Background: an optimization exercise with open tools, aiming at a short achievable clock period. Do not read the settings as production practice.
Function was checked by simulation only, so behaviour that the tests miss may differ from the original.
Power and IR drop assume default switching activity.

==> job 3796 <==
Design UM6845R, start of the top module:
module UM6845R
(
	input            CLOCK,
	input            CLKEN,
	input            nRESET,
	input            CRTC_TYPE,
	input            ENABLE,
	input            nCS,
	input            R_nW,
	input            RS,
	input      [7:0] DI,
	output reg [7:0] DO,
	output reg       VSYNC,
	output reg       HSYNC,
	output           DE,
	output reg       FIELD,
	output           CURSOR,
	output reg [13:0] MA,
	output reg  [4:0] RA
);
Settings: LEC_CHECK=0, ABC_CLOCK_PERIOD_IN_PS=2500, CAP_MARGIN=20, CORE_MARGIN=2, CORE_UTILIZATION=40, PLACE_DENSITY=0.6, SETUP_SLACK_MARGIN=3.5, SLEW_MARGIN=20, TNS_END_PERCENT=100; clock period 6.0 ns.
standard.sh (not shown) runs the stock make flow with config.mk's settings and CLKGATE_MAP_FILE= SYNTH_SCRIPT=/design/flow/synth_recipe.tcl, a recipe that flattens the netlist after the stock synthesis.
==> flow/flow/run.sh <==
#!/bin/bash
# The standard layout, with the ports of the RS / CRTC_TYPE -> DO / DE paths
# placed together and the DO logic rebuilt after floorplan (flow/io.tcl).
set -euo pipefail
bash standard.sh IO_CONSTRAINTS="$PWD/flow/io.tcl" finish > flow_make.log 2>&1
==> flow/flow/io.tcl <==
# Sourced at the end of floorplan (IO_CONSTRAINTS): keep the ports of the
# RS / CRTC_TYPE -> DO / DE paths together on one edge, and rebuild the DO logic.
set_io_pin_constraint -group -order -region left:* -pin_names {DO[7] DO[6] DO[5] DO[4] RS CRTC_TYPE DE DO[3] DO[2] DO[1] DO[0]}
source [file join [file dirname [info script]] surg.tcl]
==> flow/flow/surg.tcl <==
# Rebuild the read-data output logic as two gate levels per bit:
#   DO[i] = mux2i(S=CRTC_TYPE, A0=and2(RS, rd0n[i]), A1=nand2(RS, rd1[i]))
#   DO[5] = mux2i(S=CRTC_TYPE, A0=and2(RS, rd0n[5]), A1=mux2i(S=RS, A0=nvde, A1=rd1[5]))
# which is the function the RTL gives DO, then remove the logic left without loads.
set ::surg_block [ord::get_db_block]
proc surg_main {} {
set surg_block $::surg_block
proc surg_master {n} { return [[ord::get_db] findMaster $n] }
proc surg_inst {cell name conns} {
  set inst [odb::dbInst_create $::surg_block [surg_master $cell] $name]
  foreach {pin net} $conns { [$inst findITerm $pin] connect $net }
  return $inst
}
array set surg_q {}
foreach inst [$surg_block getInsts] {
  set n [$inst getName]
  if {[regexp {^(rd0n|rd1)\\\[(\d)\\\]\$} $n -> b i]} { set surg_q($b,$i) [[$inst findITerm Q] getNet] }
  if {[regexp {^nvde\$} $n]} { set surg_q(nvde) [[$inst findITerm Q] getNet] }
}
if {[array size surg_q] != 17} { error "surgery: found [array size surg_q] of 17 register outputs" }
set surg_rs [$surg_block findNet RS]
set surg_ct [$surg_block findNet CRTC_TYPE]
for {set i 0} {$i < 8} {incr i} {
  set out [$surg_block findNet "DO\[$i\]"]
  if {$out eq "NULL"} { error "surgery: no net DO\[$i\]" }
  foreach it [$out getITerms] { if {[$it isOutputSignal]} { $it disconnect } }
  set na [odb::dbNet_create $surg_block "do_a_$i"]
  set nb [odb::dbNet_create $surg_block "do_b_$i"]
  surg_inst sky130_fd_sc_hd__and2_2 "do_and_$i" [list A $surg_rs B $surg_q(rd0n,$i) X $na]
  if {$i == 5} {
    surg_inst sky130_fd_sc_hd__mux2i_2 "do_st_$i" [list S $surg_rs A0 $surg_q(nvde) A1 $surg_q(rd1,$i) Y $nb]
  } else {
    surg_inst sky130_fd_sc_hd__nand2_2 "do_nand_$i" [list A $surg_rs B $surg_q(rd1,$i) Y $nb]
  }
  surg_inst sky130_fd_sc_hd__mux2i_2 "do_mux_$i" [list S $surg_ct A0 $na A1 $nb Y $out]
}
# remove combinational cells whose outputs drive nothing
set surg_removed 0
set surg_changed 1
while {$surg_changed} {
  set surg_changed 0
  foreach inst [$surg_block getInsts] {
    set m [[$inst getMaster] getName]
    if {![string match sky130_fd_sc_hd__* $m] || [string match *df* $m] || [string match *dl* $m]} { continue }
    set hasout 0
    set dead 1
    foreach it [$inst getITerms] {
      if {[$it isOutputSignal]} {
        set hasout 1
        set net [$it getNet]
        if {$net ne "NULL" && ([llength [$net getITerms]] > 1 || [llength [$net getBTerms]] > 0)} { set dead 0 }
      }
    }
    if {$hasout && $dead} {
      set nets {}
      foreach it [$inst getITerms] { set net [$it getNet]; if {$net ne "NULL"} { lappend nets $net } }
      odb::dbInst_destroy $inst
      foreach net $nets { if {[llength [$net getITerms]] == 0 && [llength [$net getBTerms]] == 0} { odb::dbNet_destroy $net } }
      incr surg_removed
      set surg_changed 1
    }
  }
}
puts "surgery: rebuilt DO\[7:0\], removed $surg_removed cells"
}
surg_main
==> inputs of job 4975, as changes to job 3796 <==
--- a/flow/flow/surg.tcl
+++ b/flow/flow/surg.tcl
@@ -1,14 +1,12 @@
 # Rebuild the read-data output logic as two gate levels per bit:
 #   DO[i] = mux2i(S=CRTC_TYPE, A0=and2(RS, rd0n[i]), A1=nand2(RS, rd1[i]))
 #   DO[5] = mux2i(S=CRTC_TYPE, A0=and2(RS, rd0n[5]), A1=mux2i(S=RS, A0=nvde, A1=rd1[5]))
 # which is the function the RTL gives DO, then remove the logic left without loads.
-set ::surg_block [ord::get_db_block]
-proc surg_main {} {
-set surg_block $::surg_block
+set surg_block [ord::get_db_block]
 proc surg_master {n} { return [[ord::get_db] findMaster $n] }
 proc surg_inst {cell name conns} {
   set inst [odb::dbInst_create $::surg_block [surg_master $cell] $name]
   foreach {pin net} $conns { [$inst findITerm $pin] connect $net }
   return $inst
 }
 array set surg_q {}
@@ -58,9 +56,7 @@
       foreach net $nets { if {[llength [$net getITerms]] == 0 && [llength [$net getBTerms]] == 0} { odb::dbNet_destroy $net } }
       incr surg_removed
       set surg_changed 1
     }
   }
 }
 puts "surgery: rebuilt DO\[7:0\], removed $surg_removed cells"
-}
-surg_main
==> inputs of job 7353, as changes to job 3796 <==
--- a/flow/design.v
+++ b/flow/design.v
@@ -136,20 +136,34 @@
 wire [7:0]  hcc_n   = hcc_last ? 8'd0 : hcc1;
 wire [7:0]  hcc1_n  = hcc_last ? 8'd1 : hcc1 + 1'd1;
 wire [4:0]  line_n  = hcc_last ? line_next : line;
 wire        in_adj_n = row_new ? (frame_adj | (in_adj & ~fn_c)) : in_adj;
 wire        field_n = frame_new ? (~field & R8_interlace[0]) : field;
 wire [6:0]  row_n   = (row_new & ~frame_adj) ? (fn_c ? 7'd0 : row1) : row;
 wire [13:0] R1213   = {R12_start_addr_h, R13_start_addr_l};
-wire [8:0]  ra_lo  = row_addr[7:0] + R1_h_displayed;
+function [8:0] add8(input [7:0] a, input [7:0] b, input cin);
+	reg [8:0] G, P;
+	integer i, d;
+	begin
+		G = {a & b, cin};
+		P = {a ^ b, 1'b0};
+		for (d = 1; d < 9; d = d * 2)
+			for (i = 8; i >= d; i = i - 1) begin
+				G[i] = G[i] | (P[i] & G[i-d]);
+				P[i] = P[i] & P[i-d];
+			end
+		add8 = {G[8], (a ^ b) ^ G[7:0]};
+	end
+endfunction
+wire [8:0]  ra_lo  = add8(row_addr[7:0], R1_h_displayed, 1'b0);
 wire [5:0]  ra_hi1 = row_addr[13:8] + 1'd1;
 wire [13:0] ra_adv = {ra_lo[8] ? ra_hi1 : row_addr[13:8], ra_lo[7:0]};
 wire [5:0]  MA_hi1 = MA[13:8] + 1'd1;
 wire [8:0]  MA_lo1 = MA[7:0] + 1'd1;
-wire [8:0]  MA_loa = MA[7:0] + R1_h_displayed + 1'd1;
+wire [8:0]  MA_loa = add8(MA[7:0], R1_h_displayed, 1'b1);
 wire [13:0] MA_inc = {MA_lo1[8] ? MA_hi1 : MA[13:8], MA_lo1[7:0]};
 wire [13:0] MA_adv = {MA_loa[8] ? MA_hi1 : MA[13:8], MA_loa[7:0]};
 wire [13:0] row_addr_n = reload ? R1213 : adv ? ra_adv : row_addr;
 wire s_rl  = reload;
 wire s_ra  = ~reload & hn_0;
 wire s_adv = ~reload & ~hn_0 & adv;
 wire s_inc = ~reload & ~hn_0 & ~adv;
@@ -281,29 +295,40 @@
 assign CURSOR = cpre & ceqh & ceql;
 function [0:0] eqw6(input [5:0] x, input wr, input [5:0] d, input [5:0] r);
 	eqw6 = (wr & (x == d)) | (~wr & (x == r));
 endfunction
 function [0:0] eqw8(input [7:0] x, input wr, input [7:0] d, input [7:0] r);
 	eqw8 = (wr & (x == d)) | (~wr & (x == r));
 endfunction
-wire rst_or_rl = ~nRESET | (CLKEN & s_rl);
 wire c_ra  = nRESET & CLKEN & s_ra;
-wire c_adv = nRESET & CLKEN & s_adv;
 wire c_inc = nRESET & CLKEN & s_inc;
 wire c_h   = nRESET & ~CLKEN;
-wire ceqh_n = (rst_or_rl & eqw6(R1213[13:8],    w[14], DI[5:0], R14_cursor_h)) |
-              (c_ra      & eqw6(row_addr[13:8], w[14], DI[5:0], R14_cursor_h)) |
-              (c_adv     & eqw6(MA_adv[13:8],   w[14], DI[5:0], R14_cursor_h)) |
-              (c_inc     & eqw6(MA_inc[13:8],   w[14], DI[5:0], R14_cursor_h)) |
-              (c_h       & eqw6(MA[13:8],       w[14], DI[5:0], R14_cursor_h));
-wire ceql_n = (rst_or_rl & eqw8(R1213[7:0],    w[15], DI, R15_cursor_l)) |
-              (c_ra      & eqw8(row_addr[7:0], w[15], DI, R15_cursor_l)) |
-              (c_adv     & eqw8(MA_adv[7:0],   w[15], DI, R15_cursor_l)) |
-              (c_inc     & eqw8(MA_inc[7:0],   w[15], DI, R15_cursor_l)) |
-              (c_h       & eqw8(MA[7:0],       w[15], DI, R15_cursor_l));
+function addeq8(input [7:0] a, input [7:0] b, input cin, input [7:0] c);
+	reg [7:0] k;
+	reg [6:0] kk;
+	begin
+		k = a ^ b ^ c;
+		kk = (a[6:0] & b[6:0]) | (a[6:0] & k[6:0]) | (b[6:0] & k[6:0]);
+		addeq8 = (k[0] == cin) & (k[7:1] == kk);
+	end
+endfunction
+wire lo_inc_R = addeq8(MA[7:0], 8'd0, 1'b1, R15_cursor_l);
+wire lo_inc_D = addeq8(MA[7:0], 8'd0, 1'b1, DI);
+wire cy_inc   = &MA[7:0];
+wire hi0_eq   = eqw6(MA[13:8], w[14], DI[5:0], R14_cursor_h);
+wire hi1_eq   = eqw6(MA_hi1,   w[14], DI[5:0], R14_cursor_h);
+wire c_rl     = nRESET & CLKEN & s_rl;
+wire ceqh_n = (c_rl  & eqw6(R1213[13:8],    w[14], DI[5:0], R14_cursor_h)) |
+              (c_ra  & eqw6(row_addr[13:8], w[14], DI[5:0], R14_cursor_h)) |
+              (c_inc & ((cy_inc & hi1_eq) | (~cy_inc & hi0_eq))) |
+              (c_h   & hi0_eq);
+wire ceql_n = (c_rl  & eqw8(R1213[7:0],    w[15], DI, R15_cursor_l)) |
+              (c_ra  & eqw8(row_addr[7:0], w[15], DI, R15_cursor_l)) |
+              (c_inc & ((w[15] & lo_inc_D) | (~w[15] & lo_inc_R))) |
+              (c_h   & eqw8(MA[7:0],       w[15], DI, R15_cursor_l));
 always @(posedge CLOCK) begin
 	ceqh <= ceqh_n;
 	ceql <= ceql_n;
 	if(~nRESET) begin
 		cursor_line <= 0;
 		cpre <= 0;
 	end
==> flow/flow/run.sh (replaced) <==
#!/bin/bash
# The standard layout, with the ports of the RS / CRTC_TYPE -> DO / DE paths
# placed together and the DO logic rebuilt after floorplan (flow/io.tcl), and
# timing repair free to change a cell's footprint.
set -euo pipefail
bash standard.sh IO_CONSTRAINTS="$PWD/flow/io.tcl" MATCH_CELL_FOOTPRINT=0 finish > flow_make.log 2>&1
--- a/flow/flow/surg.tcl
+++ b/flow/flow/surg.tcl
@@ -24,15 +24,15 @@
   set out [$surg_block findNet "DO\[$i\]"]
   if {$out eq "NULL"} { error "surgery: no net DO\[$i\]" }
   foreach it [$out getITerms] { if {[$it isOutputSignal]} { $it disconnect } }
   set na [odb::dbNet_create $surg_block "do_a_$i"]
   set nb [odb::dbNet_create $surg_block "do_b_$i"]
   surg_inst sky130_fd_sc_hd__and2_2 "do_and_$i" [list A $surg_rs B $surg_q(rd0n,$i) X $na]
   if {$i == 5} {
-    surg_inst sky130_fd_sc_hd__mux2i_2 "do_st_$i" [list S $surg_rs A0 $surg_q(nvde) A1 $surg_q(rd1,$i) Y $nb]
+    surg_inst sky130_fd_sc_hd__mux2i_4 "do_st_$i" [list S $surg_rs A0 $surg_q(nvde) A1 $surg_q(rd1,$i) Y $nb]
   } else {
     surg_inst sky130_fd_sc_hd__nand2_2 "do_nand_$i" [list A $surg_rs B $surg_q(rd1,$i) Y $nb]
   }
   surg_inst sky130_fd_sc_hd__mux2i_2 "do_mux_$i" [list S $surg_ct A0 $na A1 $nb Y $out]
 }
 # remove combinational cells whose outputs drive nothing
 set surg_removed 0
==> inputs of job 2371, as changes to job 3796 <==
==> flow/run.sh (new file) <==
#!/bin/bash
# synth_recipe.tcl (not shown) runs the flow's synth.tcl, then flattens the netlist and writes it again
# the make line also repeats each setting of config.mk as NAME=value (left out here)
make -C /OpenROAD-flow-scripts/flow DESIGN_CONFIG=/design/flow/config.mk WORK_HOME=/design/flow/orfs CLKGATE_MAP_FILE= SYNTH_SCRIPT=/design/flow/synth_recipe.tcl finish
removed: flow/flow/run.sh
removed: flow/flow/io.tcl
removed: flow/flow/surg.tcl
removed: flow/standard.sh
==> comparison <==
Cell area, highest first: job 3796, job 2371, job 7353. In critical path depth, job 3796 and job 7353 do not differ. Against job 3796, the clock-buffer cell count of job 2371 is higher by 10. Non-clock buffer count: job 3796 < job 7353 < job 2371. Job 4975 stopped in floorplan. Job 2371 finished clean. Job 7353 finished with timing, DRC and antenna clean. Job 3796 completed with no timing, DRC or antenna violations. In combinational power, job 3796 and job 2371 hardly differ.
==> figures <==
metric	job 7353	job 3796	job 4975	job 2371
Global-route wire length before repair	70390 um	78700 um	-	79360 um
Hold path depth	1	1	-	2
Detailed route wirelength on metal2	23110 um	24800 um	-	24880 um
Fin Clk Skew	0.01173 ns	0.01749 ns	-	0.01224 ns
Final nets	1637	1724	-	1732
Largest net degree at the start of global routing	35	38	-	35
Cells on worst reg2reg path	12	11	-	12
Power Sequential	1.96 mW	1.95 mW	-	1.95 mW
Outcome	finished clean	finished clean	aborted with a tool error	finished clean
Stage where the flow stopped	-	-	floorplan	-
Tapcell Cnt	461	511	-	511
Sum of negative setup slack	0 ns	0 ns	-	0 ns

afterwards: timing with drivers on the ports:
How much do the figures lean on ideal ports? The routed layouts below were timed once more, with nothing changed but the port constraints. Step 1 assumes that a clkbuf_16 drives the clock port and a buf_2 every other input. Step 2, shift: input delay + t, output delay - t, t = (earliest + latest rising clock arrival at the registers) / 2. This alone moves slack from input paths to output paths. Slacks: ideal / step 1 / step 2; pairs: ideal / step 1.
run | shift t [ns] | setup slack, ns | hold slack, ns | latest minus earliest clock arrival (ns) | pins driven straight from the clock port
job 3796 | 0.609 | 2.998 / 2.770 / 2.645 | 0.461 / 0.461 / 0.461 | 0.020 / 0.021 | 1
job 7353 | 0.601 | 3.011 / 2.849 / 2.754 | 0.503 / 0.503 / 0.503 | 0.012 / 0.013 | 1
job 2371 | 0.595 | 2.774 / 2.744 / 2.659 | 0.498 / 0.498 / 0.498 | 0.015 / 0.015 | 1
After both steps every run listed still meets setup and hold. For job 3796, which loses most, drivers alone change the setup slack by -0.228 ns; drivers and shift together by -0.353 ns.
